Source: an optimization exercise on an open RTL-to-GDS flow (aim: small area). Production flows keep margins and buffers that such runs may drop. Only simulation tests tie the RTL to the original design; equivalence was not proved. Power figures rest on the tool's default switching activity, not on a simulated workload.

Setup of green:
Design timer_top, start of the top module:
module timer_top (
	input  wire sys_clk,
	input  wire sys_rst_n,
	input  wire tim_psel,
	input  wire tim_penable,
	input  wire tim_pwrite,
	input  wire [11:0] tim_paddr,
	input  wire [31:0] tim_pwdata,
	input  wire [3:0]  tim_pstrb,
	output wire [31:0] tim_prdata,
	output wire tim_pslverr,
	output wire tim_pready,
	output wire tim_int,
	input  wire dbg_mode
);
For scale: ~900 cells after synthesis, ~89 I/O pins, about 8500 µm² of cells after synthesis.
clock: 6.5 ns
lec_check: 0
cap_margin: 20
core_margin: 2
core_utilization: 40
place_density: 0.6
slew_margin: 20
standard.sh (not shown) runs the stock make flow with config.mk's settings and CLKGATE_MAP_FILE= SYNTH_SCRIPT=/design/flow/synth_recipe.tcl, a recipe that flattens the netlist after the stock synthesis.
==> flow/flow/run.sh <==
#!/bin/bash
# Standard ORFS layout (standard.sh) with these changes:
#  - synthesis maps with flow/abc_map.script, an area-oriented ABC script, in place
#    of ORFS's speed script (same synthesis script otherwise, same registers)
#  - the port buffers that global placement inserts are buf_1 cells
#  - CTS inserts no dummy loads and uses the buffers named in CTS_BUFS
set -euo pipefail
W=$PWD
CTS_BUFS="-buf_list sky130_fd_sc_hd__clkbuf_8"
rm -rf "$W/scripts"
cp -r "$FLOW_HOME/scripts" "$W/scripts"
cp "$W/flow/abc_map.script" "$W/scripts/abc_speed.script"
bash standard.sh SCRIPTS_DIR="$W/scripts" synth > synth.log 2>&1
export BUFFER_PORTS_ARGS="-buffer_cell sky130_fd_sc_hd__buf_1"
export CTS_ARGS="-sink_clustering_enable -repair_clock_nets -dont_use_dummy_load $CTS_BUFS"
bash standard.sh finish > layout.log 2>&1
==> flow/flow/abc_map.script <==
&get -n
&st
&dc2
&syn2
&dc2
&dch -f
&nf -R 1000 -p
&put
topo
stime -c
Inputs modified between green and red:
--- a/flow/design.v
+++ b/flow/design.v
@@ -61,40 +61,40 @@
 			if (tcr_w1 & ~tim_pslverr)
 				div_val  <= tim_pwdata[11:8];
 			if (tier_w)
 				tier <= tim_pwdata[0];
 			if (hcsr_w)
 				halt_req <= tim_pwdata[0];
 			halt_ack <= dbg_mode & halt_req;
 		end
 	end
 	wire halt  = dbg_mode & halt_req;
 	wire nedge = timer_en_prev & ~timer_en;
-	wire [7:0] sub_cmp;
-	assign sub_cmp[0] = div_val[3] | div_val[2] | div_val[1] | div_val[0];
+	wire div_nz = |div_val;
+	wire [7:1] sub_cmp;
 	assign sub_cmp[1] = div_val[3] | div_val[2] | div_val[1];
 	assign sub_cmp[2] = div_val[3] | div_val[2] | (div_val[1] & div_val[0]);
 	assign sub_cmp[3] = div_val[3] | div_val[2];
 	assign sub_cmp[4] = div_val[3] | (div_val[2] & (div_val[1] | div_val[0]));
 	assign sub_cmp[5] = div_val[3] | (div_val[2] & div_val[1]);
 	assign sub_cmp[6] = div_val[3] | (div_val[2] & div_val[1] & div_val[0]);
 	assign sub_cmp[7] = div_val[3];
-	wire pulse  = sub_cnt == sub_cmp;
-	wire cnt_en = ~halt & timer_en & (~div_en | ~sub_cmp[0] | pulse);
+	wire pulse  = sub_cnt[0] & (sub_cnt[7:1] == sub_cmp);
+	wire cnt_en = ~halt & timer_en & (~div_en | ~div_nz | pulse);
 	always @(posedge sys_clk, negedge sys_rst_n) begin
 		if (!sys_rst_n)
 			sub_cnt <= 8'h0;
 		else if (~halt) begin
-			if (~timer_en | ~div_en | pulse)
+			if (~timer_en | ~div_en | (pulse & div_nz))
 				sub_cnt <= 8'h0;
-			else if (sub_cmp[0])
+			else if (div_nz)
 				sub_cnt <= sub_cnt + 8'd1;
 		end
 	end
 	wire [7:0] allone;
 	wire [8:0] bc;
 	wire [63:0] carry;
 	genvar gb, gi;
 	generate
 		for (gb = 0; gb < 8; gb = gb + 1) begin : g_byte
 			assign allone[gb] = &r[8*gb+7:8*gb];
 			assign carry[8*gb] = bc[gb];
Results
Compared red against green; latest clock arrival within the worst-skew pair within noise. When red is measured against green, its fraction of met2 tracks used by global routing turns out 3.1 points lower. Die area: green vs red, no meaningful difference. In red, the met3 usage in global routing came out 1.2 points above the value in green. Synthesized area divided by synthesized cell count: lower on green. red vs green: number of global-route vias before repair up. Total met2 wirelength after detailed routing (lower): red. red vs. green: relative contribution of combinational cells to total power decreased 3.9 points, global-route wire length before repair decreased 3.8%, vertical extent of the die essentially unchanged.

what the ideal ports hide:
No port has a modelled driver above. Below, the same layouts with a new extraction and two added sets of constraints.
Step 1: set_driving_cell puts a clkbuf_16 on sys_clk and a buf_2 on each other input, an assumption about the parent block.
Step 2 adds t to the input delays and takes it off the output delays; t is the mean of the earliest and latest rising clock arrival at the registers after step 1. Input paths then give back, and output paths get back, about the clock's delay inside the block.
a / b / c = ideal / step 1 / step 2; a / b = the first two.
run | t, ns | setup slack, ns | hold slack, ns | worst setup path after step 2 | worst slew at a driven data input, ns
green | 0.499 | 0.643 / 0.643 / 0.643 | 0.524 / 0.524 / 0.524 | register to register | 0.04
red | 0.507 | 0.403 / 0.403 / 0.403 | 0.532 / 0.532 / 0.532 | register to register | 0.04
After both steps every run listed still meets setup and hold.
